What follows belongs to an exercise in optimizing a design on an open flow for small area, a short achievable clock period and few clock cycles; a production flow would make more cautious choices. Only the layout flow was run in this run; the RTL was not checked for function there. Power is estimated from default activity; no workload was simulated.

$ cat flow/design.v
module mips_pipeline(
input clk,
input rst_n,
output [6:0] imem_addr,
input [31:0] imem_rdata,
output [6:0] dmem_addr,
output [31:0] dmem_wdata,
output dmem_we,
input [31:0] dmem_rdata,
output wb_en,
output [4:0] wb_addr,
output [31:0] wb_data
    );
parameter BTB_N = 0;        
parameter STATIC = 1;       
reg  [6:0]  pc_f;           
reg  [31:0] ir;             
reg  [31:1] s_rs, s_rt;     
reg  [6:0]  pc_e;           
reg         v_e;            
reg         m_we;           
reg         m_load;         
reg         m_store;        
reg  [4:0]  m_rd;
reg  [31:0] m_res;          
reg  [6:0]  m_addr;         
reg         w_en;
reg  [4:0]  w_rd;
reg  [31:0] w_data;
reg  [31:0] rf [1:31];
reg  [31:1] rf_v;           
integer i;
function [6:0] spred(input [31:0] w, input [6:0] pc);
	reg [5:0] o;
	begin
		o = w[31:26];
		if (o == 6'h02)
			spred = w[6:0];
		else if (w[15] && (o == 6'h04 || o == 6'h05 || o == 6'h07 || o == 6'h01))
			spred = pc + 7'd1 + w[6:0];
		else
			spred = pc + 7'd1;
	end
endfunction
wire [5:0] op = ir[31:26];
wire [4:0] rs = ir[25:21];
wire [4:0] rt = ir[20:16];
wire [4:0] rd = ir[15:11];
wire [4:0] sa = ir[10:6];
wire [5:0] fn = ir[5:0];
wire [31:0] simm = {{16{ir[15]}}, ir[15:0]};
wire op_r    = (op == 6'h00);
wire op_jr   = op_r & fn[3];
wire op_sh   = op_r & ~fn[5] & ~fn[3];    
wire op_shv  = op_sh & fn[2];             
wire op_addi = (op == 6'h08);
wire op_andi = (op == 6'h0C);
wire op_ori  = (op == 6'h0D);
wire op_lui  = (op == 6'h0F);
wire op_lw   = (op == 6'h23);
wire op_sw   = (op == 6'h2B);
wire op_beq  = (op == 6'h04);
wire op_bne  = (op == 6'h05);
wire op_bgtz = (op == 6'h07);
wire op_bz   = (op == 6'h01);             
wire op_j    = (op == 6'h02);
wire wr_rt   = op_addi | op_andi | op_ori | op_lui | op_lw;
wire wr_rd   = op_r & ~op_jr;
wire [4:0] dst = op_r ? rd : rt;
wire use_rs  = ~(op_j | op_lui | (op_sh & ~op_shv));
wire use_rt  = op_r | op_beq | op_bne | op_sw;
reg  [31:0] rf_rs, rf_rt;
always @(*) begin
	rf_rs = 32'd0; rf_rt = 32'd0;
	for (i = 1; i < 32; i = i + 1) begin
		rf_rs = rf_rs | ({32{s_rs[i]}} & rf[i]);
		rf_rt = rf_rt | ({32{s_rt[i]}} & rf[i]);
	end
end
wire v_rs = |(s_rs & rf_v);
wire v_rt = |(s_rt & rf_v);
wire fwd_rs = m_we & (m_rd == rs);
wire fwd_rt = m_we & (m_rd == rt);
wire [31:0] a  = ({32{fwd_rs}} & m_res) | ({32{~fwd_rs & v_rs}} & rf_rs);
wire [31:0] bt = ({32{fwd_rt}} & m_res) | ({32{~fwd_rt & v_rt}} & rf_rt);
wire replay = m_load & ((fwd_rs & use_rs) | (fwd_rt & use_rt));
wire [31:0] b = op_r ? bt : simm;
wire sub = op_r & fn[1];
wire [31:0] sum = a + (sub ? ~b : b) + {31'd0, sub};
wire [1:0] lsel = op_r ? fn[1:0] : {1'b0, op_ori};
reg  [31:0] logic_r;
always @(*) begin
	case (lsel)
	2'd0: logic_r = a & b;
	2'd1: logic_r = a | b;
	2'd2: logic_r = a ^ b;
	default: logic_r = ~(a | b);
	endcase
end
wire [4:0]  shamt = op_lui ? 5'd16 : (op_shv ? a[4:0] : sa);
wire        shr   = op_sh & fn[1];
wire [31:0] shifted = shr ? (b >> shamt) : (b << shamt);
wire is_logic = (op_r & fn[5] & fn[2]) | op_andi | op_ori;
wire is_shift = op_sh | op_lui;
wire [31:0] result = op_sw ? bt : is_shift ? shifted : is_logic ? logic_r : sum;
wire eq    = (a == bt);
wire azero = (a == 32'd0);
wire cond  = (op_beq & eq) | (op_bne & ~eq) | (op_bgtz & ~a[31] & ~azero) |
             (op_bz & (rt[0] ^ a[31]));
wire [6:0] pc_seq = pc_e + 7'd1;
wire [6:0] pc_br  = pc_seq + ir[6:0];
wire [6:0] pc_next = op_j ? ir[6:0] : op_jr ? a[8:2] : cond ? pc_br : pc_seq;
wire go = v_e & ~replay;
wire redirect = v_e & (replay | (pc_next != pc_f));
wire [6:0] pc_redir = replay ? pc_e : pc_next;
wire [6:0] pred_s = STATIC ? spred(imem_rdata, pc_f) : pc_f + 7'd1;
reg  [6:0] pred;
generate if (BTB_N > 0) begin : g_btb
	localparam IW = (BTB_N > 1) ? $clog2(BTB_N) : 1;
	reg  [6:0] btb_tag [0:BTB_N-1];
	reg  [6:0] btb_tgt [0:BTB_N-1];
	reg  [BTB_N-1:0] btb_v;
	reg  [IW-1:0] btb_ptr;
	integer k;
	always @(*) begin
		pred = pred_s;
		for (k = 0; k < BTB_N; k = k + 1)
			if (btb_v[k] && btb_tag[k] == pc_f) pred = btb_tgt[k];
	end
	reg        u_go, u_hit, u_ins;
	reg  [IW-1:0] u_idx;
	reg  [6:0] u_pc, u_tgt;
	reg        hit_e;
	reg  [IW-1:0] idx_e;
	always @(*) begin
		hit_e = 1'b0; idx_e = btb_ptr;
		for (k = 0; k < BTB_N; k = k + 1)
			if (btb_v[k] && btb_tag[k] == pc_e) begin hit_e = 1'b1; idx_e = k; end
	end
	wire [6:0] spred_e = STATIC ? spred(ir, pc_e) : pc_seq;
	always @(posedge clk or negedge rst_n) begin
		if (!rst_n) u_go <= 1'b0;
		else u_go <= go;
	end
	always @(posedge clk) begin
		u_hit <= hit_e; u_idx <= idx_e; u_pc <= pc_e; u_tgt <= pc_next;
		u_ins <= (pc_next != spred_e);
	end
	always @(posedge clk or negedge rst_n) begin
		if (!rst_n) begin
			btb_v <= 0; btb_ptr <= 0;
		end else if (u_go) begin
			if (u_ins) begin
				btb_v[u_idx] <= 1'b1;
				if (!u_hit) btb_ptr <= btb_ptr + 1'b1;
			end else if (u_hit) begin
				btb_v[u_idx] <= 1'b0;
			end
		end
	end
	always @(posedge clk) begin
		if (u_go && u_ins) begin
			btb_tag[u_idx] <= u_pc;
			btb_tgt[u_idx] <= u_tgt;
		end
	end
end else begin : g_nobtb
	always @(*) pred = pred_s;
end endgenerate
assign imem_addr = pc_f;
always @(posedge clk or negedge rst_n) begin
	if (!rst_n) begin
		pc_f <= 7'd0; v_e <= 1'b0;
	end else if (redirect) begin
		pc_f <= pc_redir; v_e <= 1'b0;
	end else begin
		pc_f <= pred; v_e <= 1'b1;
	end
end
always @(posedge clk) begin
	ir <= imem_rdata; pc_e <= pc_f;
	for (i = 1; i < 32; i = i + 1) begin
		s_rs[i] <= (imem_rdata[25:21] == i);
		s_rt[i] <= (imem_rdata[20:16] == i);
	end
end
always @(posedge clk or negedge rst_n) begin
	if (!rst_n) begin
		m_we <= 1'b0; m_store <= 1'b0;
	end else begin
		m_we <= go & (wr_rt | wr_rd) & (dst != 5'd0);
		m_store <= go & op_sw;
	end
end
always @(posedge clk) begin
	m_load <= op_lw;
	m_rd <= dst;
	m_res <= result;
	m_addr <= sum[8:2];
end
assign dmem_addr = m_addr;
assign dmem_wdata = m_res;
assign dmem_we = m_store;
wire [31:0] wr_data = m_load ? dmem_rdata : m_res;
always @(posedge clk) begin
	if (m_we) rf[m_rd] <= wr_data;
end
always @(posedge clk or negedge rst_n) begin
	if (!rst_n) rf_v <= 31'd0;
	else if (m_we) rf_v[m_rd] <= 1'b1;
end
always @(posedge clk or negedge rst_n) begin
	if (!rst_n) w_en <= 1'b0;
	else w_en <= m_we;
end
always @(posedge clk) begin
	w_rd <= m_rd;
	w_data <= wr_data;
end
assign wb_en = w_en;
assign wb_addr = w_rd;
assign wb_data = w_data;
endmodule
$ cat flow/run.sh
#!/bin/bash
# synth_recipe.tcl (not shown) runs the flow's synth.tcl, then flattens the netlist and writes it again
# the make line also repeats each setting of config.mk as NAME=value (left out here)
make -C /OpenROAD-flow-scripts/flow DESIGN_CONFIG=/design/flow/config.mk WORK_HOME=/design/flow/orfs CLKGATE_MAP_FILE= SYNTH_SCRIPT=/design/flow/synth_recipe.tcl finish
$ cat flow/config.mk
export PLATFORM = sky130hd
export DESIGN_NAME = mips_pipeline
export DESIGN_NICKNAME = mips_pipeline
export VERILOG_FILES = /design/flow/design.v
export SDC_FILE = /design/flow/constraint.sdc
export NUM_CORES = 4
export LEC_CHECK = 0
export CAP_MARGIN = 20
export CORE_MARGIN = 2
export CORE_UTILIZATION = 30
export PLACE_DENSITY = 0.5
export SLEW_MARGIN = 20
$ cat flow/constraint.sdc
create_clock -name core_clock -period 24.0 [get_ports {clk}]
set_input_delay 4.8000 -clock core_clock [delete_from_list [all_inputs] [get_ports {clk}]]
set_output_delay 4.8000 -clock core_clock [all_outputs]
set_load 0.01 [all_outputs]
==> results.txt <==
flip-flops by register name, indices dropped and copies added, names as in the netlist:
register,cells
ir,32
m_addr,7
m_load,1
m_rd,5
m_res,32
m_store,1
m_we,1
pc_e,7
pc_f,7
rf,992
rf_v,31
s_rs,31
s_rt,31
v_e,1
w_data,32
w_en,1
w_rd,5
worst max-delay path, stage by stage, from the launching register on:
cell and delay [ps]:
dfxtp_2 640, buf_4 440, a22o_1 270, a221oi_1 260
nand3_1 120, or4_1 690, a22oi_1 500, o21ai_1 300
inv_1 140, o21ai_0 110, ha_1 380, o21ai_0 130
a21boi_0 150, o21ai_0 220, a21boi_0 160, nor2_1 190
o31ai_1 170, o41ai_1 600, o21ai_0 370, a211oi_1 380
nor3_1 130, o32ai_1 410, o21bai_1 140, or4b_2 620
a31oi_1 170
metal layers:
layer  track usage [%]  wire length [um]
met1             36.02            108100
met2             43.82            127200
met3             11.72             43840
met4             15.58             20800
met5            0.2686               473
area by class of cell:
type,instances,area (um^2)
multi-input combinational,3063,22010
timing repair buffer,295,2587
clock buffer,176,3749
tap,2526,3161
clock inverter,79,910.9
inverter,105,394.1
sequential,1217,34580
antenna,8,20.02
fill,18860,125600
power groups by stage:
stage	sequential [uW]	combinational [uW]	clock, uW
floorplan	2470	451	0
global placement	2500	770	0
detailed placement	2500	773	0
CTS	2460	776	2200
global route	2460	845	2290
finish	2460	797	2190
Yosys cell counts, types with 9 or more instances:
cell        n  area [um^2]
edfxtp_1  992        29790
a22oi_1   800         6006
nand2_1   253        949.7
clkbuf_1  226        848.3
nand3_1   212         1061
dfxtp_1   183         3664
nor2_1    183        686.9
mux2i_1   166         1662
a21oi_1   133        665.6
o21ai_0   124        620.6
nand4_1   123        769.5
ha_1      120         1501
inv_1     101        379.1
a22o_1     99        867.1
buf_2      99        495.5
a221oi_1   85        744.5
a211oi_1   70        525.5
xnor2_1    69        604.3
or4_1      67        503.0
a222oi_1   66        660.6
nor3_1     56        280.3
dfrtp_1    42         1051
mux2_2     40        450.4
o21bai_1   33        247.7
and3_1     27        168.9
o211ai_1   27        202.7
nor4_1     25        156.4
xor2_1     25        219.0
buf_6      24        270.3
a21o_1     22        165.2
buf_1      21        78.83
nor2b_1    21        131.4
o22ai_1    20        125.1
nand2b_1   19        118.9
or3_1      17        106.4
a221oi_2   14        210.2
o21ai_1    14        70.07
a211o_1    10        87.58
and2_1      9        56.30
worst paths after layout:
kind	endpoint	slack [ps]	cells past startpoint
worst max register to register	m_res[30]	16170	24
worst min-delay path	m_rd[0]	510	2
max in group asynchronous	w_en	19570	1
worst max-delay path	m_res[30]	16170	24
min in group asynchronous	rf_v[11]	3990	1
worst min register to register	m_rd[0]	510	2
metrics by stage:
step	utilization [%]	cells
detailed placement	32.51	7206
floorplan	-	4761
global placement	32.51	7206
global route	34.92	7461
CTS	34.92	7461
finish	34.93	7469
kinds of logic (layout without fill, tap and decap cells):
group	Yosys count	in the layout	synth area share [%]
flip-flops	1217	1217	59.12
multiplexers	210	210	3.735
XOR/XNOR	94	94	1.411
buffers and inverters	481	655	3.653
AO/OA/AOI/OAI	1597	1597	20.46
other	0	8	0
AND/OR/NAND/NOR	1039	1039	8.943
adder cells (fa/ha/maj)	123	123	2.676
==> impl_results.md <==
- Post-CTS setup buffers: 0
- Initial Utilization: 30.24%
- Initial antenna violation count: 31
- Clock Sinks: 1217
- CP Launch Point: s_rt[16]
- Crit path DAT: 8570 ps
- Layout cells sized above 1: 11.27%
- Yosys cell types: 86
- Worst vdd ir: 67.74 uV
- CTS root buf: clkbuf_16
- WL final: 300.5 mm
- Req. time, crit path: 24730 ps
- Worst-path maximum fanout: 19
- Min Tclk post-route: 7834 ps
- GRT Total Usage: 29.26%
- Final Skew: 59.49 ps
- Post-CTS resize count: 0
- Crit start category: flip-flop
- Max Clk Rate: 127.7 MHz
- Combinational share of power: 14.6%
- DR vias: 50080
- Ports: 151
- Largest net degree at the start of global routing: 91
- Routed WL per cell: 40.23 um
- Slew @ Worst Pin: 1162 ps
- Design area: 67420 um^2
- Total chip power: 5453 uW
- Flop pwr share: 45.2%
- Clock transition at the registers of the reported paths: 60 ps
- Power density cells: 80.88 nW/um^2
- Vias in the first global route: 47560
- Clk pwr share: 40.2%
- Die area: 198100 um^2
- Final worst setup slack: 16170 ps
- Final Hold Fails: 0
- Setup tns final: 0 ps
- Async S/R FF share, synth: 3.451%
- YS warnings: 1
- Std cell rows: 161
- Nets: 5009
- Placement-stage worst setup slack: 16520 ps
- FF-to-FF Start: s_rt[16]
- Remaining DRCs: 0
- Hold_ws: 507.4 ps
- Post-synth EDFFs: 992
- Ys flop type: edfxtp_1
- TritonCTS clock tree: done
- Commonest non-fill, non-tap cells in the layout: 992 x edfxtp_1, 800 x a22oi_1, 251 x nand2_1
- Clk Latency, worst-skew pair: 830 ps
- Post-synthesis cell count: 4761
- CP Capture Type: flip-flop
- Setup CP Type: reg -> reg
- Pins Over Slew Limit: 0
- Placed wire-length estimate: 173.0 mm
- Commonest non-fill, non-tap cell in the layout: edfxtp_1
- Max cap viols: 0
- Max clock buf depth: 3
- Outcome: no timing/DRC/antenna violations
- Syn_nets: 4950
- Leakage: 0.02292 uW
- Starting DRT DRC Count: 10800
- Register area share after synthesis: 59.12%
- Vias/cell: 6.705
- Hold path start: ir[11]
- Area Growth Syn to Fin: 15.52%
- Synth Cell Area: 58360 um^2
- Die Width: 445.1 um
- Int Pwr: 3900 uW
- Setup violations, final: 0
- IO buf count: 150
- Post-CTS Hold Fix Bufs: 0
- RSZ-0062 raised after global routing: no
- Die H: 445.1 um
- Final Wtd Congestion: 0.9563
- Net Sw Power: 1552 uW
- Sw Share: 28.47%
- Slew headroom: 22.51%
- Htree depth: 4
- Post-route antenna net violation count: 0
- First-pass GRT wire length: 402.2 mm
- Final global-route overflow total: 0
- Final period utilization: 32.64%
- Tightest Hold Check Type: reg -> reg
- Router iterations before antenna repair: 13
- Core area: 193000 um^2
- Placed cell area: 62730 um^2
- Yosys reg bits: 1217
- Synthesized area per cell: 12.26 um^2
- CTS buffer count: 138

==> what the ideal ports hide <==
The flow's constraints put no driver on any port. The routed layout listed below was extracted and timed again, unchanged, in two steps.
Step 1 assumes that a clkbuf_16 drives the clock port and a buf_2 every other input.
Step 2 also shifts input and output timing later by t, the mid clock arrival at the registers, as if the neighbouring blocks saw the same clock.
a / b / c = no drivers / after step 1 / after step 2; a / b = the first two.
t (ns): 0.885
setup WS [ns]: 16.166 / 16.166 / 16.166
slew at the worst register clock pin (ns): 0.07 / 0.07
worst data-port slew with drivers (ns): 0.06
After both steps setup and hold are still met in this run. For this run, drivers alone change the setup slack by 0.000 ns; drivers and shift together by 0.000 ns.
